From an optimization exercise on the open Yosys and OpenROAD flow, aimed at small area; shortcuts taken in it are not production practice.
RTL that was checked went through simulation tests only; none was proved equivalent to the original.
Only the layout flow was run in run 2; the RTL was not checked for function there.

==> flow/design.v (outline; a module is shown in full before it is edited, if it fits) <==
// module fft_compute: 1299 lines
// module bf_a21oi: 8 lines
// module bf_fa: 10 lines
// module bf_ha: 9 lines
// module bf_inv: 6 lines
// module bf_nand2: 7 lines
// module bf_nor2: 7 lines
// module bf_o21ai: 8 lines
// module bf_or2: 7 lines
// module bf_xnor2: 7 lines
// module bf_xor2: 7 lines
// module fft_n_point_stage: 26 lines
// module fft8_top: 21 lines
module fft8_top (
  input  logic         clk,
  input  logic [127:0] x_flat,
  input  logic [191:0] w_flat,
  output logic [127:0] y_flat
);
  // ...
==> flow/run.sh <==
#!/bin/bash
# synth_recipe.tcl (not shown) runs the flow's synth.tcl, then flattens the netlist and writes it again
# the make line also repeats each setting of config.mk as NAME=value (left out here)
make -C /OpenROAD-flow-scripts/flow DESIGN_CONFIG=/design/flow/config.mk WORK_HOME=/design/flow/orfs CLKGATE_MAP_FILE= SYNTH_SCRIPT=/design/flow/synth_recipe.tcl finish
==> flow/config.mk <==
export PLATFORM = sky130hd
export DESIGN_NAME = fft8_top
export DESIGN_NICKNAME = fft8_top
export VERILOG_FILES = /design/flow/design.v
export SDC_FILE = /design/flow/constraint.sdc
export NUM_CORES = 4
export LEC_CHECK = 0
export ABC_AREA = 0
export CAP_MARGIN = 20
export CORE_MARGIN = 2
export CORE_UTILIZATION = 40
export SLEW_MARGIN = 20
export SYNTH_HIERARCHICAL = 1
export SYNTH_MINIMUM_KEEP_SIZE = 0
==> flow/constraint.sdc <==
create_clock -name core_clock -period 10.0 [get_ports {clk}]
set_input_delay 2.0000 -clock core_clock [delete_from_list [all_inputs] [get_ports {clk}]]
set_output_delay 2.0000 -clock core_clock [all_outputs]
set_load 0.01 [all_outputs]
==> results.cfg, run 1 <==
[cells_and_area]
drive_gt1_share_pct = 8.06
stdcell_area_mm2 = 0.135
final_common_cell = nand2_1
nFillCells = 29400
multi_input_area_share_pct = 76.5
num-nonclk-buffers = 624
nMultiInputCombCells = 9492

[die]
die_w_um = 560
die_area_mm2 = 0.314
well_tap_count = 4120

[critical_path]
r2r-start = r2[98]
rr_endpoint = r3[110]
cp_slowest_cell = clkdlybuf4s50_1
r2r_cells = 22

[synthesis]
synth.largest_area_cell = fa_1
synth_common_cells = 3336 x nand2_1, 3132 x fa_1, 852 x ha_1
ys_ff_latch = 768
yosys_warnings = 7
yosys.area_share.simple_pct = 11.0

[clocking]
cts-resized-gates = 0
clk_pin_slew_worst_paths_ns = 0.06
htree_levels = 3
insertion_delay_ns = 0.71

[route]
wl_met2_um = 163000
wl_met3_um = 30300
dr.pass1.iters = 6
post_drt_wl_per_cell_um = 22.6
routed.top_layer = met5

[place]
port_buffers = 448
placed_area_mm2 = 0.132

[grt]
grt_max_degree = 17
antenna_found_initial = 70

[timing]
hold_viol = 0
tightest_slew_ns = 1.08
max-slew-margin-rel_pct = 27.5

[run_status]
status = timing/DRC/antenna clean
==> module fft_n_point_stage, before the edit <==
module fft_n_point_stage #(
  parameter STAGE = 1,
  parameter DATA_WIDTH = 16,
  parameter N_POINT_FFT = 8
) (
  input  logic [N_POINT_FFT*DATA_WIDTH-1:0]   x_N,
  input  logic [N_POINT_FFT/2*DATA_WIDTH-1:0] w_N,
  output logic [N_POINT_FFT*DATA_WIDTH-1:0]   y_N
);
  localparam N_POINT_DFT = 2**STAGE;
  localparam H = N_POINT_DFT/2;
  genvar g, i;
  generate
    for (g = 0; g < N_POINT_FFT/N_POINT_DFT; g++) begin : grp
      for (i = 0; i < H; i++) begin : bf
        fft_compute #(DATA_WIDTH) u (
          .x_N (x_N[(N_POINT_DFT*g+i)*DATA_WIDTH   +: DATA_WIDTH]),
          .x_M (x_N[(N_POINT_DFT*g+i+H)*DATA_WIDTH +: DATA_WIDTH]),
          .w_N (w_N[(H*g+i)*DATA_WIDTH             +: DATA_WIDTH]),
          .y_N (y_N[(N_POINT_DFT*g+i)*DATA_WIDTH   +: DATA_WIDTH]),
          .y_M (y_N[(N_POINT_DFT*g+i+H)*DATA_WIDTH +: DATA_WIDTH])
        );
      end
    end
  endgenerate
endmodule
==> module fft8_top, before the edit <==
module fft8_top (
  input  logic         clk,
  input  logic [127:0] x_flat,
  input  logic [191:0] w_flat,
  output logic [127:0] y_flat
);
  logic [127:0] s0, s1, s2;
  logic [127:0] r1, r2, r3, r4, r5, r6;
  fft_n_point_stage #(1,16,8) st0 (.x_N(x_flat), .w_N(w_flat[  0 +: 64]), .y_N(s0));
  fft_n_point_stage #(2,16,8) st1 (.x_N(r2),     .w_N(w_flat[ 64 +: 64]), .y_N(s1));
  fft_n_point_stage #(3,16,8) st2 (.x_N(r4),     .w_N(w_flat[128 +: 64]), .y_N(s2));
  always_ff @(posedge clk) begin
    r1 <= s0;
    r2 <= r1;
    r3 <= s1;
    r4 <= r3;
    r5 <= s2;
    r6 <= r5;
  end
  assign y_flat = r6;
endmodule
==> run 2, diff against run 1 <==
==> flow/design.v (replaced) <==
module fft_compute #(
  parameter DATA_WIDTH = 16
) (
  input  logic clk,
  input  logic [DATA_WIDTH-1:0] x_N,
  input  logic [DATA_WIDTH-1:0] x_M,
  input  logic [DATA_WIDTH-1:0] w_N,
  output logic [DATA_WIDTH-1:0] y_N,
  output logic [DATA_WIDTH-1:0] y_M
);
  logic [1*DATA_WIDTH-1:0] reg_x_N;
  logic [1*DATA_WIDTH-1:0] reg_x_M;
  logic [1*DATA_WIDTH-1:0] reg_w_N;
  logic [2*DATA_WIDTH-1:0] mul_y_N;
  logic [2*DATA_WIDTH-1:0] mul_y_M;
  always_ff @(posedge clk) begin
    reg_x_N <= x_N;
    reg_x_M <= x_M;
    reg_w_N <= w_N;
  end
  always_ff @(posedge clk) begin
    mul_y_N <= {{DATA_WIDTH{reg_x_N[DATA_WIDTH-1]}},reg_x_N} + reg_w_N*reg_x_M;
    mul_y_M <= {{DATA_WIDTH{reg_x_N[DATA_WIDTH-1]}},reg_x_N} - reg_w_N*reg_x_M;
  end
  assign y_N = mul_y_N[2*DATA_WIDTH-1:DATA_WIDTH] ^ mul_y_N[DATA_WIDTH-1:0];
  assign y_M = mul_y_M[2*DATA_WIDTH-1:DATA_WIDTH] ^ mul_y_M[DATA_WIDTH-1:0];
endmodule
module fft_n_point_core #(
  parameter NO_STAGES = 4,
  parameter DATA_WIDTH = 16,
  parameter N_POINT_FFT = 2**NO_STAGES
) (
  input  logic clk,
  input  logic [N_POINT_FFT*DATA_WIDTH-1:0] x_N,
  input  logic [NO_STAGES*N_POINT_FFT/2*DATA_WIDTH-1:0] w_N,
  output logic [N_POINT_FFT*DATA_WIDTH-1:0] y_N
);
  logic [N_POINT_FFT*DATA_WIDTH-1:0] x_i[NO_STAGES+1];
  assign x_i[0] = x_N;
  genvar i;
  generate for (i=1; i<=NO_STAGES; i++) begin : gen
    fft_n_point_stage #(i,DATA_WIDTH,N_POINT_FFT) fft_stage_inst (
      .clk (clk),
      .x_N (x_i[i-1]),
      .w_N (w_N[(i-1)*N_POINT_FFT/2*DATA_WIDTH +: N_POINT_FFT/2*DATA_WIDTH]),
      .y_N (x_i[i])
    );
  end endgenerate
  assign y_N = x_i[NO_STAGES];
endmodule
module fft_n_point_stage #(
  parameter STAGE = 1,
  parameter DATA_WIDTH = 16,
  parameter N_POINT_FFT = 16
) (
  input  logic clk,
  input  logic [N_POINT_FFT*DATA_WIDTH-1:0] x_N,
  input  logic [N_POINT_FFT/2*DATA_WIDTH-1:0] w_N,
  output logic [N_POINT_FFT*DATA_WIDTH-1:0] y_N
);
  localparam N_POINT_DFT = 2**STAGE;
  genvar i;
  generate for (i=0; i<N_POINT_FFT/N_POINT_DFT; i++) begin : gen
    fft_n_point_compute #(DATA_WIDTH,N_POINT_DFT) dft_n_point_inst (
      .clk (clk),
      .x_N (x_N[N_POINT_DFT*i*DATA_WIDTH   +: N_POINT_DFT*DATA_WIDTH]),
      .w_N (w_N[N_POINT_DFT/2*i*DATA_WIDTH +: N_POINT_DFT/2*DATA_WIDTH]),
      .y_N (y_N[N_POINT_DFT*i*DATA_WIDTH   +: N_POINT_DFT*DATA_WIDTH])
    );
  end endgenerate
endmodule
module fft_n_point_compute #(
  parameter DATA_WIDTH = 16,
  parameter N_POINT_FFT = 16
) (
  input  logic clk,
  input  logic [N_POINT_FFT*DATA_WIDTH-1:0] x_N,
  input  logic [N_POINT_FFT/2*DATA_WIDTH-1:0] w_N,
  output logic [N_POINT_FFT*DATA_WIDTH-1:0] y_N
);
  genvar i;
  generate for (i=0; i<N_POINT_FFT/2; i++) begin : gen
    fft_compute #(DATA_WIDTH) fft_compute_inst (
      .clk (clk),
      .x_N (x_N[i*DATA_WIDTH +: DATA_WIDTH]),
      .x_M (x_N[(i+N_POINT_FFT/2)*DATA_WIDTH +: DATA_WIDTH]),
      .w_N (w_N[i*DATA_WIDTH +: DATA_WIDTH]),
      .y_N (y_N[i*DATA_WIDTH +: DATA_WIDTH]),
      .y_M (y_N[(i+N_POINT_FFT/2)*DATA_WIDTH +: DATA_WIDTH])
    );
  end endgenerate
endmodule
module fft8_top (
  input  logic         clk,
  input  logic [127:0] x_flat,   
  input  logic [191:0] w_flat,   
  output logic [127:0] y_flat    
);
  fft_n_point_core #(3,16) fft_core_inst (
    .clk (clk),
    .x_N (x_flat),
    .w_N (w_flat),
    .y_N (y_flat)
  );
endmodule
==> flow/config.mk (replaced) <==
export PLATFORM = sky130hd
export DESIGN_NAME = fft8_top
export DESIGN_NICKNAME = fft8_top
export VERILOG_FILES = /design/flow/design.v
export SDC_FILE = /design/flow/constraint.sdc
export NUM_CORES = 4
export LEC_CHECK = 0
export CAP_MARGIN = 20
export CORE_MARGIN = 2
export CORE_UTILIZATION = 40
export SLEW_MARGIN = 20
==> run 2 against run 1 <==
Effect of this change:
- worst hold slack improved by 0.073 ns
- register-to-register slack got worse by 1.5 ns
- critical path type is now flip-flop to flip-flop
- still clean
- clock-buffer cell count is 98 higher
- non-clock buffer count fell by 94
==> results.cfg, run 2 <==
[cells_and_area]
final_common_cell = inv_1
drive_gt1_share_pct = 2.39
multi_input_area_mm2 = 0.125
fin_nets = 23400
nFillCells = 40800
syn2layout_area_growth_pct = 9.36
layout_common_cells = 3456 x inv_1, 2352 x fa_1, 2034 x ha_1
regArea_mm2 = 0.0267
layoutNonFillerInstCount = 24400

[clocking]
cts_buffers = 169
cts-resized-gates = 0
insertion_delay_ns = 0.93
cts_root_buf = clkbuf_16
clk_pin_slew_worst_paths_ns = 0.07
post_cts_buffers = 0
cts_tree = done
cts_buffer_depth = 4
postCtsHoldBufs = 0
cts_sinks = 1332
htree_levels = 4

[critical_path]
r2r_cells = 29
path_max_fanout = 16
critPathArrivalTime_ns = 9.68
critPathKind = flip-flop to flip-flop
cpMostUsedCell = fa_1
r2r_setup_slack_ns = 1.13
crit_required_ns = 10.81
start_kind = flip-flop
critPathMaxStageDelay_ns = 0.82
worst_setup_path_end_kind = flip-flop
cp_slowest_cell = dfxtp_1

[timing]
period_share_pct = 88.7
max-slew-margin-rel_pct = 27.5
hold_viol = 0
rsz0062_at_grt = no
setup_viol = 0
maxSlewViolCount = 0
skew_ns = 0.0780
whs_ns = 0.391
setup_tns_ns = 0
finalWorstSetupSlack_ns = 1.13
fmax_ghz = 0.113
tightest_slew_ns = 1.08
min_period_ns = 8.87

[synthesis]
synthArstFlopShare_pct = 0
synth_ff_type = dfxtp_1
netlist_instances = 18600
synth_common_cells = 3456 x inv_1, 2352 x fa_1, 2034 x ha_1
postSynthAreaPerCell_um2 = 8.95
ys_seq_area_share_pct = 16.0
synth_cell_types = 86
synth.area.top_cells = fa_1 28%, dfxtp_1 16%, ha_1 15%
synth_edf_count = 0
synth_nets = 23300
synth.largest_area_cell = fa_1
ys_ff_latch = 1332
syn_area_mm2 = 0.167
yosys.area.top_type_share_pct = 28.3
post-synth-top-count-cell = inv_1
yosys_warnings = 4

[route]
drc = 0
antenna_left = 0
drt-initial-drc-count = 7369
dr.pass1.iters = 6
drt-total-wl_um = 454000
vias_per_cell = 4.99
vias = 122000
post_drt_wl_per_cell_um = 18.6

[place]
placed_cells = 24000
place_congestion = 0.908
dp_hpwl_um = 374000
port_buffers = 448
dpl_worst_slack_ns = 1.28

[die]
start_util_pct = 40.1
io_pins = 449
core_area_mm2 = 0.416
die_w_um = 649
rows = 237
die_area_mm2 = 0.422
die_h_um = 649

[run_status]
status = timing/DRC/antenna clean

[worst_hold_path]
hold_class = flip-flop to flip-flop

[grt]
overflow = 0
grt_max_degree = 42
antenna_found_initial = 47
grt_use_total_pct = 21.5
grt_pass1_wl_um = 716000
grt_pass1_vias = 125000

[run]
max_cap_violations = 0
-- run 2: worst max-delay path: cells and delay by family, from the launching register on --
kind	cells	cell delay, ns
adder cells (fa/ha/maj)	8	3.75
AO/OA/AOI/OAI	10	2.51
AND/OR/NAND/NOR	6	1.24
flip-flops	1	0.82
XOR/XNOR	2	0.30
buffers and inverters	3	0.14
-- run 2: cell families (layout without fill, tap and decap cells) --
| kind of cell | count (synthesis) | after routing | share of synthesized area (%) |
|---|---|---|---|
| other | 0 | 41 | 0 |
| buffers and inverters | 4100 | 4317 | 9.24 |
| flip-flops | 1332 | 1332 | 16.0 |
| adder cells (fa/ha/maj) | 4386 | 4386 | 43.5 |
| AO/OA/AOI/OAI | 2421 | 2421 | 9.29 |
| multiplexers | 2 | 2 | 0.0128 |
| AND/OR/NAND/NOR | 4926 | 4926 | 14.3 |
| XOR/XNOR | 1444 | 1444 | 7.59 |
-- run 2: how the worst min path moves through the flow --
stage	start	to	slack, ns	cells after the start
2_1_floorplan	flip-flop	flip-flop	0.41	1
3_3_place_gp	flip-flop	flip-flop	0.41	1
3_5_place_dp	flip-flop	flip-flop	0.41	1
4_1_cts	flip-flop	flip-flop	0.39	1
5_1_grt	flip-flop	flip-flop	0.40	1
6_report	flip-flop	flip-flop	0.39	1
-- run 2: layout make-up --
type                            instances  share of cell area, %
Inverter                             3480                   7.17
Sequential cell                      1332                   14.6
Multi-Input combinational cell      13200                   68.4
Timing Repair Buffer                  530                   2.80
Antenna cell                           41                 0.0563
Clock inverter                        104                  0.711
Clock buffer                          203                   2.51
Tap cell                             5497                   3.77
-- run 2: per-layer routing --
| metal | share of wire [%] | track usage, % | vias up |
|---|---|---|---|
| li1 | - | - | 57900 |
| met1 | 46 | 29.7 | 60000 |
| met2 | 45 | 34.9 | 3024 |
| met3 | 5.3 | 2.86 | 583 |
| met4 | 3.4 | 6.67 | 14 |
| met5 | 0.019 | 0 | - |
-- run 2: through the flow --
stage	util [%]	cell area, µm²
floorplan	-	167000
global placement	42.4	176000
detailed placement	42.4	176000
CTS	43.8	182000
global route	43.8	182000
finish	43.8	182000
==> run 3, diff against run 2 <==
==> flow/design.v (replaced) <==
module fft_compute_front (
  input  logic [15:0] x_N,
  input  logic [15:0] x_M,
  input  logic [15:0] w_N,
  output logic [31:0] xs
);
  wire [15:0] na, nb, nw;
  wire [7:0] none, ntwo, t2;
  wire [135:0] nbe;
  wire [135:0] sel;
  wire [15:0] npp8;
  genvar gi, gj;
  generate
    for (gi = 0; gi < 16; gi++) begin : g_inv
      bf_inv u_na (.a(x_N[gi]), .y(na[gi]));
      bf_inv u_nb (.a(x_M[gi]), .y(nb[gi]));
      bf_inv u_nw (.a(w_N[gi]), .y(nw[gi]));
      bf_nand2 u_pp8 (.a(x_M[15]), .b(w_N[gi]), .y(npp8[gi]));
    end
    for (gj = 0; gj < 8; gj++) begin : g_row
      if (gj == 0) begin : g_e0
        assign none[0] = nb[0];
        bf_xor2  u_t2 (.a(x_M[1]), .b(x_M[0]), .y(t2[0]));
        bf_nand2 u_n2 (.a(nb[0]), .b(t2[0]), .y(ntwo[0]));
      end else begin : g_enc
        bf_xnor2 u_n1 (.a(x_M[2*gj]), .b(x_M[2*gj-1]), .y(none[gj]));
        bf_xor2  u_t2 (.a(x_M[2*gj+1]), .b(x_M[2*gj]), .y(t2[gj]));
        bf_nand2 u_n2 (.a(none[gj]), .b(t2[gj]), .y(ntwo[gj]));
      end
      bf_nor2 u_s0 (.a(none[gj]), .b(nw[0]), .y(sel[17*gj]));
      for (gi = 1; gi < 16; gi++) begin : g_sel
        bf_o22ai u_s (.a1(none[gj]), .a2(nw[gi]), .b1(ntwo[gj]), .b2(nw[gi-1]), .y(sel[17*gj+gi]));
      end
      bf_nor2 u_s16 (.a(ntwo[gj]), .b(nw[15]), .y(sel[17*gj+16]));
      for (gi = 0; gi < 17; gi++) begin : g_e
        bf_xnor2 u_e (.a(sel[17*gj+gi]), .b(x_M[2*gj+1]), .y(nbe[17*gj+gi]));
      end
    end
  endgenerate
  wire n1, n2;
  bf_ha u2_1 (.a(na[14]), .b(nb[15]), .s(n1), .co(n2));
  wire n3;
  bf_xnor2 u3_3 (.a(x_N[15]), .b(nbe[15]), .y(n3));
  wire n4;
  bf_or2 u4_5 (.a(x_N[15]), .b(nbe[15]), .y(n4));
  wire n5, n6;
  bf_ha u6_7 (.a(npp8[0]), .b(nbe[16]), .s(n5), .co(n6));
  wire n7;
  bf_xnor2 u7_9 (.a(x_M[1]), .b(npp8[1]), .y(n7));
  wire n8;
  bf_or2 u8_11 (.a(x_M[1]), .b(npp8[1]), .y(n8));
  wire n9;
  bf_inv u9_13 (.a(npp8[2]), .y(n9));
  wire n10, n11;
  bf_ha u11_15 (.a(na[8]), .b(nb[9]), .s(n10), .co(n11));
  wire n12, n13;
  bf_ha u13_17 (.a(na[9]), .b(nbe[9]), .s(n12), .co(n13));
  wire n14, n15;
  bf_fa u15_19 (.a(na[10]), .b(nb[11]), .c(nbe[10]), .s(n14), .co(n15));
  wire n16, n17;
  bf_ha u17_21 (.a(nbe[25]), .b(nbe[40]), .s(n16), .co(n17));
  wire n18, n19;
  bf_fa u19_23 (.a(na[11]), .b(nbe[11]), .c(nbe[26]), .s(n18), .co(n19));
  wire n20, n21;
  bf_ha u21_25 (.a(nbe[41]), .b(nbe[56]), .s(n20), .co(n21));
  wire n22, n23;
  bf_fa u23_27 (.a(na[12]), .b(nb[13]), .c(nbe[12]), .s(n22), .co(n23));
  wire n24, n25;
  bf_fa u25_29 (.a(nbe[27]), .b(nbe[42]), .c(nbe[57]), .s(n24), .co(n25));
  wire n26, n27;
  bf_ha u27_31 (.a(nbe[72]), .b(nbe[87]), .s(n26), .co(n27));
  wire n28, n29;
  bf_fa u29_33 (.a(na[13]), .b(nbe[13]), .c(nbe[28]), .s(n28), .co(n29));
  wire n30, n31;
  bf_fa u31_35 (.a(nbe[43]), .b(nbe[58]), .c(nbe[73]), .s(n30), .co(n31));
  wire n32, n33;
  bf_ha u33_37 (.a(nbe[88]), .b(nbe[103]), .s(n32), .co(n33));
  wire n34, n35;
  bf_fa u35_39 (.a(n1), .b(nbe[14]), .c(nbe[29]), .s(n34), .co(n35));
  wire n36, n37;
  bf_fa u37_41 (.a(nbe[44]), .b(nbe[59]), .c(nbe[74]), .s(n36), .co(n37));
  wire n38, n39;
  bf_fa u39_43 (.a(nbe[89]), .b(nbe[104]), .c(nbe[119]), .s(n38), .co(n39));
  wire n40, n41;
  bf_fa u41_45 (.a(n2), .b(nbe[30]), .c(nbe[45]), .s(n40), .co(n41));
  wire n42, n43;
  bf_fa u43_47 (.a(nbe[60]), .b(nbe[75]), .c(nbe[90]), .s(n42), .co(n43));
  wire n44, n45;
  bf_fa u45_49 (.a(nbe[105]), .b(nbe[120]), .c(n3), .s(n44), .co(n45));
  wire n46, n47;
  bf_fa u47_51 (.a(nbe[31]), .b(nbe[46]), .c(nbe[61]), .s(n46), .co(n47));
  wire n48, n49;
  bf_fa u49_53 (.a(nbe[76]), .b(nbe[91]), .c(nbe[106]), .s(n48), .co(n49));
  wire n50, n51;
  bf_fa u51_55 (.a(nbe[121]), .b(n4), .c(n5), .s(n50), .co(n51));
  wire n52, n53;
  bf_fa u53_57 (.a(n7), .b(nbe[32]), .c(nbe[47]), .s(n52), .co(n53));
  wire n54, n55;
  bf_fa u55_59 (.a(nbe[62]), .b(nbe[77]), .c(nbe[92]), .s(n54), .co(n55));
  wire n56, n57;
  bf_fa u57_61 (.a(nbe[107]), .b(nbe[122]), .c(n6), .s(n56), .co(n57));
  wire n58, n59;
  bf_fa u59_63 (.a(n9), .b(n8), .c(nbe[33]), .s(n58), .co(n59));
  wire n60, n61;
  bf_fa u61_65 (.a(nbe[48]), .b(nbe[63]), .c(nbe[78]), .s(n60), .co(n61));
  wire n62, n63;
  bf_fa u63_67 (.a(nbe[93]), .b(nbe[108]), .c(nbe[123]), .s(n62), .co(n63));
  wire n64, n65;
  bf_fa u65_69 (.a(npp8[2]), .b(x_M[3]), .c(npp8[3]), .s(n64), .co(n65));
  wire n66, n67;
  bf_fa u67_71 (.a(nbe[49]), .b(nbe[64]), .c(nbe[79]), .s(n66), .co(n67));
  wire n68, n69;
  bf_fa u69_73 (.a(nbe[94]), .b(nbe[109]), .c(nbe[124]), .s(n68), .co(n69));
  wire n70;
  bf_xnor2 u70_75 (.a(npp8[4]), .b(nbe[50]), .y(n70));
  wire n71;
  bf_or2 u71_77 (.a(npp8[4]), .b(nbe[50]), .y(n71));
  wire n72, n73;
  bf_fa u73_79 (.a(nbe[65]), .b(nbe[80]), .c(nbe[95]), .s(n72), .co(n73));
  wire n74, n75;
  bf_ha u75_81 (.a(nbe[110]), .b(nbe[125]), .s(n74), .co(n75));
  wire n76, n77;
  bf_fa u77_83 (.a(x_M[5]), .b(npp8[5]), .c(nbe[66]), .s(n76), .co(n77));
  wire n78, n79;
  bf_fa u79_85 (.a(nbe[81]), .b(nbe[96]), .c(nbe[111]), .s(n78), .co(n79));
  wire n80;
  bf_xnor2 u80_87 (.a(npp8[6]), .b(nbe[67]), .y(n80));
  wire n81;
  bf_or2 u81_89 (.a(npp8[6]), .b(nbe[67]), .y(n81));
  wire n82, n83;
  bf_ha u83_91 (.a(nbe[82]), .b(nbe[97]), .s(n82), .co(n83));
  wire n84, n85;
  bf_fa u85_93 (.a(x_M[7]), .b(npp8[7]), .c(nbe[83]), .s(n84), .co(n85));
  wire n86;
  bf_inv u86_95 (.a(npp8[8]), .y(n86));
  wire n87, n88;
  bf_ha u88_97 (.a(na[4]), .b(nb[5]), .s(n87), .co(n88));
  wire n89, n90;
  bf_ha u90_99 (.a(na[5]), .b(nbe[5]), .s(n89), .co(n90));
  wire n91, n92;
  bf_fa u92_101 (.a(na[6]), .b(nb[7]), .c(nbe[6]), .s(n91), .co(n92));
  wire n93, n94;
  bf_ha u94_103 (.a(nbe[21]), .b(nbe[36]), .s(n93), .co(n94));
  wire n95, n96;
  bf_fa u96_105 (.a(na[7]), .b(nbe[7]), .c(nbe[22]), .s(n95), .co(n96));
  wire n97, n98;
  bf_ha u98_107 (.a(nbe[37]), .b(nbe[52]), .s(n97), .co(n98));
  wire n99, n100;
  bf_fa u100_109 (.a(n10), .b(nbe[8]), .c(nbe[23]), .s(n99), .co(n100));
  wire n101, n102;
  bf_fa u102_111 (.a(nbe[38]), .b(nbe[53]), .c(nbe[68]), .s(n101), .co(n102));
  wire n103, n104;
  bf_fa u104_113 (.a(n11), .b(nbe[24]), .c(nbe[39]), .s(n103), .co(n104));
  wire n105, n106;
  bf_fa u106_115 (.a(nbe[54]), .b(nbe[69]), .c(n12), .s(n105), .co(n106));
  wire n107, n108;
  bf_fa u108_117 (.a(nbe[55]), .b(nbe[70]), .c(nbe[85]), .s(n107), .co(n108));
  wire n109, n110;
  bf_fa u110_119 (.a(n13), .b(n16), .c(n14), .s(n109), .co(n110));
  wire n111, n112;
  bf_fa u112_121 (.a(nbe[71]), .b(nbe[86]), .c(n17), .s(n111), .co(n112));
  wire n113, n114;
  bf_fa u114_123 (.a(n20), .b(n15), .c(n18), .s(n113), .co(n114));
  wire n115, n116;
  bf_fa u116_125 (.a(nbe[102]), .b(n21), .c(n26), .s(n115), .co(n116));
  wire n117, n118;
  bf_fa u118_127 (.a(n19), .b(n22), .c(n24), .s(n117), .co(n118));
  wire n119, n120;
  bf_fa u120_129 (.a(n27), .b(n32), .c(n23), .s(n119), .co(n120));
  wire n121, n122;
  bf_fa u122_131 (.a(n25), .b(n28), .c(n30), .s(n121), .co(n122));
  wire n123, n124;
  bf_fa u124_133 (.a(n33), .b(n29), .c(n31), .s(n123), .co(n124));
  wire n125, n126;
  bf_fa u126_135 (.a(n34), .b(n36), .c(n38), .s(n125), .co(n126));
  wire n127, n128;
  bf_fa u128_137 (.a(n35), .b(n37), .c(n39), .s(n127), .co(n128));
  wire n129, n130;
  bf_fa u130_139 (.a(n40), .b(n42), .c(n44), .s(n129), .co(n130));
  wire n131, n132;
  bf_fa u132_141 (.a(n41), .b(n43), .c(n46), .s(n131), .co(n132));
  wire n133, n134;
  bf_fa u134_143 (.a(n48), .b(n45), .c(n50), .s(n133), .co(n134));
  wire n135, n136;
  bf_fa u136_145 (.a(n47), .b(n49), .c(n52), .s(n135), .co(n136));
  wire n137, n138;
  bf_fa u138_147 (.a(n54), .b(n51), .c(n56), .s(n137), .co(n138));
  wire n139, n140;
  bf_fa u140_149 (.a(n53), .b(n55), .c(n58), .s(n139), .co(n140));
  wire n141, n142;
  bf_fa u142_151 (.a(n60), .b(n62), .c(n57), .s(n141), .co(n142));
  wire n143, n144;
  bf_fa u144_153 (.a(n64), .b(n59), .c(n61), .s(n143), .co(n144));
  wire n145, n146;
  bf_fa u146_155 (.a(n63), .b(n66), .c(n68), .s(n145), .co(n146));
  wire n147, n148;
  bf_fa u148_157 (.a(n65), .b(n70), .c(n74), .s(n147), .co(n148));
  wire n149, n150;
  bf_fa u150_159 (.a(n67), .b(n69), .c(n72), .s(n149), .co(n150));
  wire n151, n152;
  bf_fa u152_161 (.a(nbe[126]), .b(n71), .c(n75), .s(n151), .co(n152));
  wire n153, n154;
  bf_fa u154_163 (.a(n73), .b(n76), .c(n78), .s(n153), .co(n154));
  wire n155, n156;
  bf_fa u156_165 (.a(nbe[112]), .b(nbe[127]), .c(n80), .s(n155), .co(n156));
  wire n157, n158;
  bf_fa u158_167 (.a(n82), .b(n77), .c(n79), .s(n157), .co(n158));
  wire n159, n160;
  bf_fa u160_169 (.a(nbe[98]), .b(nbe[113]), .c(nbe[128]), .s(n159), .co(n160));
  wire n161, n162;
  bf_fa u162_171 (.a(n81), .b(n83), .c(n84), .s(n161), .co(n162));
  wire n163, n164;
  bf_fa u164_173 (.a(n86), .b(nbe[84]), .c(nbe[99]), .s(n163), .co(n164));
  wire n165, n166;
  bf_fa u166_175 (.a(nbe[114]), .b(nbe[129]), .c(n85), .s(n165), .co(n166));
  wire n167, n168;
  bf_fa u168_177 (.a(npp8[8]), .b(x_M[9]), .c(npp8[9]), .s(n167), .co(n168));
  wire n169, n170;
  bf_fa u170_179 (.a(nbe[100]), .b(nbe[115]), .c(nbe[130]), .s(n169), .co(n170));
  wire n171;
  bf_xnor2 u171_181 (.a(npp8[10]), .b(nbe[101]), .y(n171));
  wire n172;
  bf_or2 u172_183 (.a(npp8[10]), .b(nbe[101]), .y(n172));
  wire n173, n174;
  bf_ha u174_185 (.a(nbe[116]), .b(nbe[131]), .s(n173), .co(n174));
  wire n175, n176;
  bf_fa u176_187 (.a(x_M[11]), .b(npp8[11]), .c(nbe[117]), .s(n175), .co(n176));
  wire n177;
  bf_inv u177_189 (.a(npp8[12]), .y(n177));
  wire n178, n179;
  bf_ha u179_191 (.a(na[2]), .b(nb[3]), .s(n178), .co(n179));
  wire n180, n181;
  bf_ha u181_193 (.a(na[3]), .b(nbe[3]), .s(n180), .co(n181));
  wire n182, n183;
  bf_fa u183_195 (.a(n87), .b(nbe[4]), .c(nbe[19]), .s(n182), .co(n183));
  wire n184, n185;
  bf_fa u185_197 (.a(n88), .b(nbe[20]), .c(nbe[35]), .s(n184), .co(n185));
  wire n186, n187;
  bf_fa u187_199 (.a(nbe[51]), .b(n90), .c(n93), .s(n186), .co(n187));
  wire n188, n189;
  bf_fa u189_201 (.a(n94), .b(n97), .c(n92), .s(n188), .co(n189));
  wire n190, n191;
  bf_fa u191_203 (.a(n98), .b(n96), .c(n99), .s(n190), .co(n191));
  wire n192, n193;
  bf_fa u193_205 (.a(n100), .b(n102), .c(n103), .s(n192), .co(n193));
  wire n194, n195;
  bf_fa u195_207 (.a(n104), .b(n107), .c(n106), .s(n194), .co(n195));
  wire n196, n197;
  bf_fa u197_209 (.a(n108), .b(n111), .c(n110), .s(n196), .co(n197));
  wire n198, n199;
  bf_fa u199_211 (.a(n112), .b(n115), .c(n114), .s(n198), .co(n199));
  wire n200, n201;
  bf_fa u201_213 (.a(n116), .b(n118), .c(n119), .s(n200), .co(n201));
  wire n202, n203;
  bf_fa u203_215 (.a(n120), .b(n122), .c(n123), .s(n202), .co(n203));
  wire n204, n205;
  bf_fa u205_217 (.a(n124), .b(n126), .c(n127), .s(n204), .co(n205));
  wire n206, n207;
  bf_fa u207_219 (.a(n128), .b(n131), .c(n130), .s(n206), .co(n207));
  wire n208, n209;
  bf_fa u209_221 (.a(n132), .b(n135), .c(n134), .s(n208), .co(n209));
  wire n210, n211;
  bf_fa u211_223 (.a(n136), .b(n139), .c(n138), .s(n210), .co(n211));
  wire n212, n213;
  bf_fa u213_225 (.a(n140), .b(n143), .c(n142), .s(n212), .co(n213));
  wire n214, n215;
  bf_fa u215_227 (.a(n147), .b(n144), .c(n146), .s(n214), .co(n215));
  wire n216, n217;
  bf_fa u217_229 (.a(n148), .b(n151), .c(n150), .s(n216), .co(n217));
  wire n218, n219;
  bf_fa u219_231 (.a(n152), .b(n155), .c(n154), .s(n218), .co(n219));
  wire n220, n221;
  bf_fa u221_233 (.a(n159), .b(n156), .c(n158), .s(n220), .co(n221));
  wire n222, n223;
  bf_fa u223_235 (.a(n160), .b(n163), .c(n162), .s(n222), .co(n223));
  wire n224, n225;
  bf_fa u225_237 (.a(n167), .b(n164), .c(n169), .s(n224), .co(n225));
  wire n226, n227;
  bf_fa u227_239 (.a(n168), .b(n171), .c(n173), .s(n226), .co(n227));
  wire n228, n229;
  bf_fa u229_241 (.a(nbe[132]), .b(n172), .c(n174), .s(n228), .co(n229));
  wire n230, n231;
  bf_fa u231_243 (.a(n177), .b(nbe[118]), .c(nbe[133]), .s(n230), .co(n231));
  wire n232, n233;
  bf_fa u233_245 (.a(npp8[12]), .b(x_M[13]), .c(npp8[13]), .s(n232), .co(n233));
  wire n234;
  bf_inv u234_247 (.a(npp8[14]), .y(n234));
  wire n235, n236;
  bf_ha u236_249 (.a(na[0]), .b(nb[1]), .s(n235), .co(n236));
  wire n237, n238;
  bf_ha u238_251 (.a(na[1]), .b(nbe[1]), .s(n237), .co(n238));
  wire n239, n240;
  bf_fa u240_253 (.a(n178), .b(nbe[2]), .c(nbe[17]), .s(n239), .co(n240));
  wire n241, n242;
  bf_fa u242_255 (.a(n179), .b(nbe[18]), .c(n180), .s(n241), .co(n242));
  wire n243, n244;
  bf_fa u244_257 (.a(nbe[34]), .b(n181), .c(n182), .s(n243), .co(n244));
  wire n245, n246;
  bf_fa u246_259 (.a(n89), .b(n183), .c(n184), .s(n245), .co(n246));
  wire n247, n248;
  bf_fa u248_261 (.a(n185), .b(n91), .c(n186), .s(n247), .co(n248));
  wire n249, n250;
  bf_fa u250_263 (.a(n95), .b(n187), .c(n188), .s(n249), .co(n250));
  wire n251, n252;
  bf_fa u252_265 (.a(n101), .b(n189), .c(n190), .s(n251), .co(n252));
  wire n253, n254;
  bf_fa u254_267 (.a(n105), .b(n191), .c(n192), .s(n253), .co(n254));
  wire n255, n256;
  bf_fa u256_269 (.a(n193), .b(n109), .c(n194), .s(n255), .co(n256));
  wire n257, n258;
  bf_fa u258_271 (.a(n113), .b(n195), .c(n196), .s(n257), .co(n258));
  wire n259, n260;
  bf_fa u260_273 (.a(n117), .b(n197), .c(n198), .s(n259), .co(n260));
  wire n261, n262;
  bf_fa u262_275 (.a(n121), .b(n199), .c(n200), .s(n261), .co(n262));
  wire n263, n264;
  bf_fa u264_277 (.a(n125), .b(n201), .c(n202), .s(n263), .co(n264));
  wire n265, n266;
  bf_fa u266_279 (.a(n129), .b(n203), .c(n204), .s(n265), .co(n266));
  wire n267, n268;
  bf_fa u268_281 (.a(n133), .b(n205), .c(n206), .s(n267), .co(n268));
  wire n269, n270;
  bf_fa u270_283 (.a(n137), .b(n207), .c(n208), .s(n269), .co(n270));
  wire n271, n272;
  bf_fa u272_285 (.a(n141), .b(n209), .c(n210), .s(n271), .co(n272));
  wire n273, n274;
  bf_fa u274_287 (.a(n145), .b(n211), .c(n212), .s(n273), .co(n274));
  wire n275, n276;
  bf_fa u276_289 (.a(n149), .b(n213), .c(n214), .s(n275), .co(n276));
  wire n277, n278;
  bf_fa u278_291 (.a(n153), .b(n215), .c(n216), .s(n277), .co(n278));
  wire n279, n280;
  bf_fa u280_293 (.a(n157), .b(n217), .c(n218), .s(n279), .co(n280));
  wire n281, n282;
  bf_fa u282_295 (.a(n161), .b(n219), .c(n220), .s(n281), .co(n282));
  wire n283, n284;
  bf_fa u284_297 (.a(n165), .b(n221), .c(n222), .s(n283), .co(n284));
  wire n285, n286;
  bf_fa u286_299 (.a(n166), .b(n224), .c(n223), .s(n285), .co(n286));
  wire n287, n288;
  bf_fa u288_301 (.a(n170), .b(n226), .c(n225), .s(n287), .co(n288));
  wire n289, n290;
  bf_fa u290_303 (.a(n175), .b(n227), .c(n228), .s(n289), .co(n290));
  wire n291, n292;
  bf_fa u292_305 (.a(n176), .b(n230), .c(n229), .s(n291), .co(n292));
  wire n293, n294;
  bf_fa u294_307 (.a(nbe[134]), .b(n232), .c(n231), .s(n293), .co(n294));
  wire n295, n296;
  bf_fa u296_309 (.a(n234), .b(n233), .c(nbe[135]), .s(n295), .co(n296));
  wire n297, n298;
  bf_fa u298_311 (.a(npp8[14]), .b(x_M[15]), .c(npp8[15]), .s(n297), .co(n298));
  wire n299, n300;
  bf_ha u300_313 (.a(n235), .b(nbe[0]), .s(n299), .co(n300));
  wire n301, n302;
  bf_fa u302_315 (.a(n236), .b(n300), .c(n237), .s(n301), .co(n302));
  wire n303, n304;
  bf_fa u304_317 (.a(n238), .b(n239), .c(n302), .s(n303), .co(n304));
  wire n305, n306;
  bf_fa u306_319 (.a(n240), .b(n241), .c(n304), .s(n305), .co(n306));
  wire n307, n308;
  bf_fa u308_321 (.a(n242), .b(n243), .c(n306), .s(n307), .co(n308));
  wire n309, n310;
  bf_fa u310_323 (.a(n244), .b(n245), .c(n308), .s(n309), .co(n310));
  wire n311, n312;
  bf_fa u312_325 (.a(n246), .b(n247), .c(n310), .s(n311), .co(n312));
  wire n313, n314;
  bf_fa u314_327 (.a(n248), .b(n249), .c(n312), .s(n313), .co(n314));
  wire n315, n316;
  bf_fa u316_329 (.a(n250), .b(n251), .c(n314), .s(n315), .co(n316));
  wire n317, n318;
  bf_fa u318_331 (.a(n252), .b(n253), .c(n316), .s(n317), .co(n318));
  wire n319, n320;
  bf_fa u320_333 (.a(n254), .b(n255), .c(n318), .s(n319), .co(n320));
  wire n321, n322;
  bf_fa u322_335 (.a(n256), .b(n257), .c(n320), .s(n321), .co(n322));
  wire n323, n324;
  bf_ha u324_337 (.a(n258), .b(n259), .s(n323), .co(n324));
  wire n325, n326;
  bf_ha u326_339 (.a(n260), .b(n261), .s(n325), .co(n326));
  wire n327, n328;
  bf_ha u328_341 (.a(n262), .b(n263), .s(n327), .co(n328));
  wire n329, n330;
  bf_ha u330_343 (.a(n264), .b(n265), .s(n329), .co(n330));
  wire n331, n332;
  bf_ha u332_345 (.a(n266), .b(n267), .s(n331), .co(n332));
  wire n333, n334;
  bf_ha u334_347 (.a(n268), .b(n269), .s(n333), .co(n334));
  wire n335, n336;
  bf_ha u336_349 (.a(n270), .b(n271), .s(n335), .co(n336));
  wire n337, n338;
  bf_ha u338_351 (.a(n272), .b(n273), .s(n337), .co(n338));
  wire n339, n340;
  bf_ha u340_353 (.a(n274), .b(n275), .s(n339), .co(n340));
  wire n341, n342;
  bf_ha u342_355 (.a(n276), .b(n277), .s(n341), .co(n342));
  wire n343, n344;
  bf_ha u344_357 (.a(n278), .b(n279), .s(n343), .co(n344));
  wire n345, n346;
  bf_ha u346_359 (.a(n280), .b(n281), .s(n345), .co(n346));
  wire n347, n348;
  bf_ha u348_361 (.a(n282), .b(n283), .s(n347), .co(n348));
  wire n349, n350;
  bf_ha u350_363 (.a(n284), .b(n285), .s(n349), .co(n350));
  wire n351, n352;
  bf_ha u352_365 (.a(n286), .b(n287), .s(n351), .co(n352));
  wire n353, n354;
  bf_ha u354_367 (.a(n288), .b(n289), .s(n353), .co(n354));
  wire n355, n356;
  bf_ha u356_369 (.a(n290), .b(n291), .s(n355), .co(n356));
  wire n357, n358;
  bf_ha u358_371 (.a(n292), .b(n293), .s(n357), .co(n358));
  wire n359, n360;
  bf_ha u360_373 (.a(n294), .b(n295), .s(n359), .co(n360));
  wire n361, n362;
  bf_ha u362_375 (.a(n296), .b(n297), .s(n361), .co(n362));
  wire n363;
  bf_a21oi u363_377 (.a1(n323), .a2(n322), .b1(n324), .y(n363));
  wire n364;
  bf_inv u364_379 (.a(n363), .y(n364));
  wire n365;
  bf_a21oi u365_381 (.a1(n325), .a2(n364), .b1(n326), .y(n365));
  wire n366;
  bf_nand2 u366_383 (.a(n325), .b(n323), .y(n366));
  wire n367;
  bf_a21oi u367_385 (.a1(n329), .a2(n328), .b1(n330), .y(n367));
  wire n368;
  bf_nand2 u368_387 (.a(n329), .b(n327), .y(n368));
  wire n369;
  bf_a21oi u369_389 (.a1(n333), .a2(n332), .b1(n334), .y(n369));
  wire n370;
  bf_nand2 u370_391 (.a(n333), .b(n331), .y(n370));
  wire n371;
  bf_a21oi u371_393 (.a1(n337), .a2(n336), .b1(n338), .y(n371));
  wire n372;
  bf_nand2 u372_395 (.a(n337), .b(n335), .y(n372));
  wire n373;
  bf_a21oi u373_397 (.a1(n341), .a2(n340), .b1(n342), .y(n373));
  wire n374;
  bf_nand2 u374_399 (.a(n341), .b(n339), .y(n374));
  wire n375;
  bf_a21oi u375_401 (.a1(n345), .a2(n344), .b1(n346), .y(n375));
  wire n376;
  bf_nand2 u376_403 (.a(n345), .b(n343), .y(n376));
  wire n377;
  bf_a21oi u377_405 (.a1(n349), .a2(n348), .b1(n350), .y(n377));
  wire n378;
  bf_nand2 u378_407 (.a(n349), .b(n347), .y(n378));
  wire n379;
  bf_a21oi u379_409 (.a1(n353), .a2(n352), .b1(n354), .y(n379));
  wire n380;
  bf_nand2 u380_411 (.a(n353), .b(n351), .y(n380));
  wire n381;
  bf_a21oi u381_413 (.a1(n357), .a2(n356), .b1(n358), .y(n381));
  wire n382;
  bf_nand2 u382_415 (.a(n357), .b(n355), .y(n382));
  wire n383;
  bf_a21oi u383_417 (.a1(n361), .a2(n360), .b1(n362), .y(n383));
  wire n384;
  bf_nand2 u384_419 (.a(n361), .b(n359), .y(n384));
  wire n385;
  bf_o21ai u385_421 (.a1(n368), .a2(n365), .b1(n367), .y(n385));
  wire n386;
  bf_nor2 u386_423 (.a(n368), .b(n366), .y(n386));
  wire n387;
  bf_o21ai u387_425 (.a1(n372), .a2(n369), .b1(n371), .y(n387));
  wire n388;
  bf_nor2 u388_427 (.a(n372), .b(n370), .y(n388));
  wire n389;
  bf_o21ai u389_429 (.a1(n376), .a2(n373), .b1(n375), .y(n389));
  wire n390;
  bf_nor2 u390_431 (.a(n376), .b(n374), .y(n390));
  wire n391;
  bf_o21ai u391_433 (.a1(n380), .a2(n377), .b1(n379), .y(n391));
  wire n392;
  bf_nor2 u392_435 (.a(n380), .b(n378), .y(n392));
  wire n393;
  bf_o21ai u393_437 (.a1(n384), .a2(n381), .b1(n383), .y(n393));
  wire n394;
  bf_nor2 u394_439 (.a(n384), .b(n382), .y(n394));
  wire n395;
  bf_a21oi u395_441 (.a1(n388), .a2(n385), .b1(n387), .y(n395));
  wire n396;
  bf_nand2 u396_443 (.a(n388), .b(n386), .y(n396));
  wire n397;
  bf_a21oi u397_445 (.a1(n392), .a2(n389), .b1(n391), .y(n397));
  wire n398;
  bf_nand2 u398_447 (.a(n392), .b(n390), .y(n398));
  wire n399;
  bf_o21ai u399_449 (.a1(n398), .a2(n395), .b1(n397), .y(n399));
  wire n400;
  bf_nor2 u400_451 (.a(n398), .b(n396), .y(n400));
  wire n401;
  bf_inv u401_453 (.a(n395), .y(n401));
  wire n402;
  bf_a21oi u402_455 (.a1(n390), .a2(n401), .b1(n389), .y(n402));
  wire n403;
  bf_inv u403_457 (.a(n396), .y(n403));
  wire n404;
  bf_nand2 u404_459 (.a(n390), .b(n403), .y(n404));
  wire n405;
  bf_a21oi u405_461 (.a1(n394), .a2(n399), .b1(n393), .y(n405));
  wire n406;
  bf_nand2 u406_463 (.a(n394), .b(n400), .y(n406));
  wire n407;
  bf_inv u407_465 (.a(n385), .y(n407));
  wire n408;
  bf_o21ai u408_467 (.a1(n370), .a2(n407), .b1(n369), .y(n408));
  wire n409;
  bf_inv u409_469 (.a(n370), .y(n409));
  wire n410;
  bf_nand2 u410_471 (.a(n409), .b(n386), .y(n410));
  wire n411;
  bf_o21ai u411_473 (.a1(n374), .a2(n395), .b1(n373), .y(n411));
  wire n412;
  bf_nor2 u412_475 (.a(n374), .b(n396), .y(n412));
  wire n413;
  bf_o21ai u413_477 (.a1(n378), .a2(n402), .b1(n377), .y(n413));
  wire n414;
  bf_nor2 u414_479 (.a(n378), .b(n404), .y(n414));
  wire n415;
  bf_inv u415_481 (.a(n399), .y(n415));
  wire n416;
  bf_o21ai u416_483 (.a1(n382), .a2(n415), .b1(n381), .y(n416));
  wire n417;
  bf_inv u417_485 (.a(n382), .y(n417));
  wire n418;
  bf_nand2 u418_487 (.a(n417), .b(n400), .y(n418));
  wire n419;
  bf_inv u419_489 (.a(n365), .y(n419));
  wire n420;
  bf_a21oi u420_491 (.a1(n327), .a2(n419), .b1(n328), .y(n420));
  wire n421;
  bf_inv u421_493 (.a(n366), .y(n421));
  wire n422;
  bf_nand2 u422_495 (.a(n327), .b(n421), .y(n422));
  wire n423;
  bf_a21oi u423_497 (.a1(n331), .a2(n385), .b1(n332), .y(n423));
  wire n424;
  bf_nand2 u424_499 (.a(n331), .b(n386), .y(n424));
  wire n425;
  bf_a21oi u425_501 (.a1(n335), .a2(n408), .b1(n336), .y(n425));
  wire n426;
  bf_inv u426_503 (.a(n410), .y(n426));
  wire n427;
  bf_nand2 u427_505 (.a(n335), .b(n426), .y(n427));
  wire n428;
  bf_inv u428_507 (.a(n395), .y(n428));
  wire n429;
  bf_a21oi u429_509 (.a1(n339), .a2(n428), .b1(n340), .y(n429));
  wire n430;
  bf_inv u430_511 (.a(n396), .y(n430));
  wire n431;
  bf_nand2 u431_513 (.a(n339), .b(n430), .y(n431));
  wire n432;
  bf_a21oi u432_515 (.a1(n343), .a2(n411), .b1(n344), .y(n432));
  wire n433;
  bf_nand2 u433_517 (.a(n343), .b(n412), .y(n433));
  wire n434;
  bf_inv u434_519 (.a(n402), .y(n434));
  wire n435;
  bf_a21oi u435_521 (.a1(n347), .a2(n434), .b1(n348), .y(n435));
  wire n436;
  bf_inv u436_523 (.a(n404), .y(n436));
  wire n437;
  bf_nand2 u437_525 (.a(n347), .b(n436), .y(n437));
  wire n438;
  bf_a21oi u438_527 (.a1(n351), .a2(n413), .b1(n352), .y(n438));
  wire n439;
  bf_nand2 u439_529 (.a(n351), .b(n414), .y(n439));
  wire n440;
  bf_a21oi u440_531 (.a1(n355), .a2(n399), .b1(n356), .y(n440));
  wire n441;
  bf_nand2 u441_533 (.a(n355), .b(n400), .y(n441));
  wire n442;
  bf_a21oi u442_535 (.a1(n359), .a2(n416), .b1(n360), .y(n442));
  wire n443;
  bf_inv u443_537 (.a(n418), .y(n443));
  wire n444;
  bf_nand2 u444_539 (.a(n359), .b(n443), .y(n444));
  wire n445;
  bf_xor2 u445_541 (.a(n323), .b(n322), .y(n445));
  wire n446;
  bf_xnor2 u446_543 (.a(n325), .b(n363), .y(n446));
  wire n447;
  bf_xnor2 u447_545 (.a(n327), .b(n365), .y(n447));
  wire n448;
  bf_xnor2 u448_547 (.a(n329), .b(n420), .y(n448));
  wire n449;
  bf_xor2 u449_549 (.a(n331), .b(n385), .y(n449));
  wire n450;
  bf_xnor2 u450_551 (.a(n333), .b(n423), .y(n450));
  wire n451;
  bf_xor2 u451_553 (.a(n335), .b(n408), .y(n451));
  wire n452;
  bf_xnor2 u452_555 (.a(n337), .b(n425), .y(n452));
  wire n453;
  bf_xnor2 u453_557 (.a(n339), .b(n395), .y(n453));
  wire n454;
  bf_xnor2 u454_559 (.a(n341), .b(n429), .y(n454));
  wire n455;
  bf_xor2 u455_561 (.a(n343), .b(n411), .y(n455));
  wire n456;
  bf_xnor2 u456_563 (.a(n345), .b(n432), .y(n456));
  wire n457;
  bf_xnor2 u457_565 (.a(n347), .b(n402), .y(n457));
  wire n458;
  bf_xnor2 u458_567 (.a(n349), .b(n435), .y(n458));
  wire n459;
  bf_xor2 u459_569 (.a(n351), .b(n413), .y(n459));
  wire n460;
  bf_xnor2 u460_571 (.a(n353), .b(n438), .y(n460));
  wire n461;
  bf_xor2 u461_573 (.a(n355), .b(n399), .y(n461));
  wire n462;
  bf_xnor2 u462_575 (.a(n357), .b(n440), .y(n462));
  wire n463;
  bf_xor2 u463_577 (.a(n359), .b(n416), .y(n463));
  wire n464;
  bf_xnor2 u464_579 (.a(n361), .b(n442), .y(n464));
  assign xs = {n464, n463, n462, n461, n460, n459, n458, n457, n456, n455, n454, n453, n452, n451, n450, n449, n448, n447, n446, n445, n321, n319, n317, n315, n313, n311, n309, n307, n305, n303, n301, n299};
endmodule
module fft_compute_back (
  input  logic [31:0] xs,
  input  logic [15:0] x_N,
  output logic [15:0] y_N,
  output logic [15:0] y_M
);
  wire [16:0] c;
  wire [31:0] d;
  assign c[1] = xs[0];
  bf_inv u_d0 (.a(xs[0]), .y(d[0]));
  genvar k;
  generate
    for (k = 1; k < 16; k++) begin : g_lo
      bf_fa u_fa (.a(x_N[k-1]), .b(xs[k]), .c(c[k]), .s(d[k]), .co(c[k+1]));
    end
  endgenerate
  bf_incdec u_hi (.x(xs[31:16]), .c16(c[16]), .a15(x_N[15]), .y(d[31:16]));
  assign y_N = xs[31:16] ^ xs[15:0];
  assign y_M = d[31:16] ^ d[15:0];
endmodule
module bf_incdec (
  input  logic [15:0] x,
  input  logic        c16,
  input  logic        a15,
  output logic [15:0] y
);
  wire inc = c16 & ~a15;
  wire dec = a15 & ~c16;
  wire [15:0] p1, p0;
  assign p1[0] = 1'b1;
  assign p0[0] = 1'b1;
  genvar k;
  generate
    for (k = 1; k < 16; k++) begin : g_p
      assign p1[k] = p1[k-1] & x[k-1];
      assign p0[k] = p0[k-1] & ~x[k-1];
    end
  endgenerate
  assign y = x ^ (({16{inc}} & p1) | ({16{dec}} & p0));
endmodule
module bf_a21oi (
  input  logic a1,
  input  logic a2,
  input  logic b1,
  output logic y
);
  assign y = ~((a1 & a2) | b1);
endmodule
module bf_fa (
  input  logic a,
  input  logic b,
  input  logic c,
  output logic s,
  output logic co
);
  assign s  = a ^ b ^ c;
  assign co = (a & b) | (a & c) | (b & c);
endmodule
module bf_ha (
  input  logic a,
  input  logic b,
  output logic s,
  output logic co
);
  assign s  = a ^ b;
  assign co = a & b;
endmodule
module bf_inv (
  input  logic a,
  output logic y
);
  assign y = ~a;
endmodule
module bf_nand2 (
  input  logic a,
  input  logic b,
  output logic y
);
  assign y = ~(a & b);
endmodule
module bf_nor2 (
  input  logic a,
  input  logic b,
  output logic y
);
  assign y = ~(a | b);
endmodule
module bf_o21ai (
  input  logic a1,
  input  logic a2,
  input  logic b1,
  output logic y
);
  assign y = ~((a1 | a2) & b1);
endmodule
module bf_o22ai (
  input  logic a1,
  input  logic a2,
  input  logic b1,
  input  logic b2,
  output logic y
);
  assign y = ~((a1 | a2) & (b1 | b2));
endmodule
module bf_or2 (
  input  logic a,
  input  logic b,
  output logic y
);
  assign y = a | b;
endmodule
module bf_xnor2 (
  input  logic a,
  input  logic b,
  output logic y
);
  assign y = ~(a ^ b);
endmodule
module bf_xor2 (
  input  logic a,
  input  logic b,
  output logic y
);
  assign y = a ^ b;
endmodule
module fft_stage_front #(
  parameter STAGE = 1
) (
  input  logic [127:0] x_N,
  input  logic [63:0]  w_N,
  output logic [127:0] xs_N,    
  output logic [63:0]  a_N      
);
  localparam H = 2**(STAGE-1);
  genvar g, i;
  generate
    for (g = 0; g < 4/H; g++) begin : grp
      for (i = 0; i < H; i++) begin : bf
        localparam N = H*g + i;
        localparam A = 2*H*g + i;
        assign a_N[16*N +: 16] = x_N[16*A +: 16];
        fft_compute_front u (
          .x_N (x_N[16*A +: 16]),
          .x_M (x_N[16*(A+H) +: 16]),
          .w_N (w_N[16*N +: 16]),
          .xs  (xs_N[32*N +: 32])
        );
      end
    end
  endgenerate
endmodule
module fft_stage_back #(
  parameter STAGE = 1
) (
  input  logic [127:0] xs_N,
  input  logic [63:0]  a_N,
  output logic [127:0] y_N
);
  localparam H = 2**(STAGE-1);
  genvar g, i;
  generate
    for (g = 0; g < 4/H; g++) begin : grp
      for (i = 0; i < H; i++) begin : bf
        localparam N = H*g + i;
        localparam A = 2*H*g + i;
        fft_compute_back u (
          .xs  (xs_N[32*N +: 32]),
          .x_N (a_N[16*N +: 16]),
          .y_N (y_N[16*A +: 16]),
          .y_M (y_N[16*(A+H) +: 16])
        );
      end
    end
  endgenerate
endmodule
module fft8_top (
  input  logic         clk,
  input  logic [127:0] x_flat,
  input  logic [191:0] w_flat,
  output logic [127:0] y_flat
);
  logic [127:0] f0_x, f1_x, f2_x;    
  logic [63:0]  f0_a, f1_a, f2_a;    
  logic [127:0] b0_y, b1_y, b2_y;    
  logic [127:0] r1x, r3x, r5x;
  logic [63:0]  r1a, r3a, r5a;
  logic [127:0] r2, r4, r6;
  fft_stage_front #(1) sf0 (.x_N(x_flat), .w_N(w_flat[  0 +: 64]), .xs_N(f0_x), .a_N(f0_a));
  fft_stage_back  #(1) sb0 (.xs_N(r1x), .a_N(r1a), .y_N(b0_y));
  fft_stage_front #(2) sf1 (.x_N(r2),     .w_N(w_flat[ 64 +: 64]), .xs_N(f1_x), .a_N(f1_a));
  fft_stage_back  #(2) sb1 (.xs_N(r3x), .a_N(r3a), .y_N(b1_y));
  fft_stage_front #(3) sf2 (.x_N(r4),     .w_N(w_flat[128 +: 64]), .xs_N(f2_x), .a_N(f2_a));
  fft_stage_back  #(3) sb2 (.xs_N(r5x), .a_N(r5a), .y_N(b2_y));
  always_ff @(posedge clk) begin
    r1x <= f0_x;
    r1a <= f0_a;
    r2  <= b0_y;
    r3x <= f1_x;
    r3a <= f1_a;
    r4  <= b1_y;
    r5x <= f2_x;
    r5a <= f2_a;
    r6  <= b2_y;
  end
  assign y_flat = r6;
endmodule
--- a/flow/config.mk
+++ b/flow/config.mk
@@ -7,5 +7,10 @@
 export LEC_CHECK = 0
+export ABC_AREA = 0
 export CAP_MARGIN = 20
 export CORE_MARGIN = 2
-export CORE_UTILIZATION = 40
+export CORE_UTILIZATION = 60
+export CTS_BUF_LIST = sky130_fd_sc_hd__clkbuf_4 sky130_fd_sc_hd__clkbuf_8
+export PLACE_DENSITY = 0.7
 export SLEW_MARGIN = 20
+export SYNTH_HIERARCHICAL = 1
+export SYNTH_MINIMUM_KEEP_SIZE = 0
==> run 3 against run 2 <==
Effect of this change:
- non-clock buffer count up 207
- final area down 34%
- fmax down 0.79%
- global-route usage up 12 points
- critical path depth down 3
- synthesized cell count down 45%
- cell count down 46%
- worst hold slack worse by 0.055 ns
- register-to-register slack better by 0.48 ns
- clock skew down 0.0094 ns
==> results.cfg, run 3 <==
[run_status]
status = timing/DRC/antenna clean

[critical_path]
cpMostUsedCell = fa_1
setup.worst_path.end = r1x[59]
critPathKind = input pin to flip-flop
crit_path_start = x_flat[49]
critPathArrivalTime_ns = 9.83
crit_required_ns = 10.89
rr_endpoint = r5x[27]
start_kind = input pin
cp_slowest_cell = clkdlybuf4s50_1
cp.depth = 26
r2r_setup_slack_ns = 1.61
timing.critical_path.buf_inv = 5
r2r-start = r4[64]
worst_setup_path_end_kind = flip-flop
crit_family = adder cells
path_max_fanout = 21
critPathMaxStageDelay_ns = 0.53
r2r_cells = 26

[place]
place_congestion = 0.980
port_buffers = 448
placed_area_mm2 = 0.116
dp_hpwl_um = 247000
dpl_worst_slack_ns = 0.178
placed_cells = 12800

[route]
dr.pass1.iters = 6
drt-initial-drc-count = 8558
antenna_left = 0
drc = 0
post_drt_wl_per_cell_um = 24.3
drt-total-wl_um = 320000
vias = 80300
vias_per_cell = 6.10

[clocking]
cts_buffer_depth = 3
post_cts_buffers = 0
cts_root_buf = clkbuf_8
cts_buffers = 166
cts-resized-gates = 0
clk_pin_slew_worst_paths_ns = 0.07
postCtsHoldBufs = 0
insertion_delay_ns = 0.98
cts_tree = done
htree_levels = 4
cts_sinks = 960

[timing]
setup_viol = 0
tightest_slew_ns = 1.14
min_period_ns = 8.94
period_share_pct = 89.4
hold_viol = 0
rsz0062_at_grt = no
skew_ns = 0.0686
setup_tns_ns = 0
maxSlewViolCount = 0
finalWorstSetupSlack_ns = 1.06
whs_ns = 0.336
fmax_ghz = 0.112
max-slew-margin-rel_pct = 23.7

[cells_and_area]
stdcell_area_mm2 = 0.120
final_common_cell = xnor2_1
drive_gt1_share_pct = 9.17
syn2layout_area_growth_pct = 7.98
nFillCells = 14800
layoutNonFillerInstCount = 13200
fin_nets = 13200
layout_common_cells = 2005 x xnor2_1, 1788 x fa_1, 1452 x o22ai_1

[synthesis]
post-synth-top-count-cell = xnor2_1
ys_seq_area_share_pct = 17.3
yosys.area.top_type_share_pct = 32.3
postSynthAreaPerCell_um2 = 10.8
ys_ff_latch = 960
syn_area_mm2 = 0.111
yosys_warnings = 7
synth_ff_type = dfxtp_1
synthArstFlopShare_pct = 0
synth_common_cells = 2028 x xnor2_1, 1788 x fa_1, 1452 x o22ai_1
netlist_instances = 10300
synth.largest_area_cell = fa_1
synth_cell_types = 35
synth.area.top_cells = fa_1 32%, dfxtp_1 17%, xnor2_1 16%
synth_edf_count = 0
synth_nets = 12900

[grt]
grt_pass1_wl_um = 491000
grt_max_degree = 37
antenna_found_initial = 32
grt_use_total_pct = 33.8
grt_pass1_vias = 82700
overflow = 0

[die]
die_w_um = 434
core_area_mm2 = 0.183
die_area_mm2 = 0.188
io_pins = 449
rows = 157
die_h_um = 434
start_util_pct = 60.5

[run]
max_cap_violations = 0

[worst_hold_path]
hold_class = flip-flop to flip-flop
run 3: changes by cell type after synthesis, sizes merged, moves of 598 or more:
cell	previous run	this run
inv	3480	660
ha	2034	504
nand2	1931	492
o22ai	21	1452
and2	1430	12
xnor2	775	2028
buf	8	648
clkbuf	612	0
a21oi	862	264
run 3: worst min path at each step:
stage	slack, ns	startpoint	depth (start not counted)	endpoint
floorplan	0.42	r1x[119]	1	r2[103]
global placement	0.34	r4[51]	0	r5a[51]
detailed placement	0.34	r4[22]	0	r5a[22]
CTS	0.33	r4[39]	0	r5a[39]
global route	0.34	r4[39]	0	r5a[39]
finish	0.34	r4[39]	0	r5a[39]
run 3: cell type report:
type,instances,area (µm²),area share [%]
multi-input cells,8028,84600,70.6
flip-flops and latches,960,19200,16.0
repair buffers,737,6650,5.55
well taps,2464,3080,2.57
clock buffers,230,2930,2.45
inverters,660,2480,2.07
clock inverters,69,793,0.662
diodes,20,50.0,0.0418
run 3: metrics by stage:
stage	util, %
6_report	65.3
5_1_grt	65.3
2_1_floorplan	-
4_1_cts	65.3
3_5_place_dp	63.2
3_3_place_gp	63.2
run 3: logic make-up after synthesis:
family / synth area share (%)
AOI/OAI and AO/OA: 11.6
xor gates and xnor gates: 21.2
adders and majority gates: 37.9
buffers and inverters: 6.59
DFF: 17.3
muxes: 0.217
and+or+nand+nor: 5.14
run 3: modules after synthesis, one instance, submodules excluded, a selection:
module	flops+latches	cells inside
fft8_top	960	960
fft_compute_back	0	32
bf_fa	0	1
bf_ha	0	1
bf_xor2	0	1
bf_or2	0	1
bf_nand2	0	1
bf_inv	0	1
bf_nor2	0	1
run 3: metal layers:
metal | up-vias | GRT usage [%] | wire length (µm)
li1 | 34900 | - | -
met1 | 39900 | 47.1 | 132000
met2 | 4771 | 51.7 | 144000
met3 | 701 | 7.20 | 32100
met4 | 6 | 13.0 | 12900
met5 | - | 0 | 44

[static timing again, ports no longer ideal]
The flow's constraints put no driver on any port. The routed layouts listed below were extracted and timed again, unchanged, in two steps. Step 1 (the two cells are an assumption about what drives the block):
set clk [get_ports {clk}]
set_driving_cell -lib_cell sky130_fd_sc_hd__clkbuf_16 $clk
set_driving_cell -lib_cell sky130_fd_sc_hd__buf_2 [delete_from_list [all_inputs] $clk]
Step 2 times the ports against the registers' clock, not the clock port: input delays grow and output delays shrink by t, the midpoint of the rising clock arrivals with the driver on. a / b / c = ideal / step 1 / step 2; a / b = the first two.
| run | t, ns | slack for setup (ns) | worst hold slack (ns) | clock arrival spread, ns | worst slew at a driven data input, ns |
|---|---|---|---|---|---|
| run 1 | 0.772 | 1.390 / 1.443 / 0.671 | 0.317 / 0.317 / 0.317 | 0.046 / 0.045 | 0.20 |
| run 2 | 0.997 | 1.134 / 1.134 / 1.134 | 0.391 / 0.391 / 0.391 | 0.099 / 0.099 | 0.24 |
| run 3 | 1.023 | 1.063 / 1.103 / 0.080 | 0.336 / 0.336 / 0.336 | 0.082 / 0.082 | 0.21 |
After both steps every run listed still meets setup and hold. For run 3, which loses most, drivers alone change the setup slack by +0.040 ns; drivers and shift together by -0.983 ns.
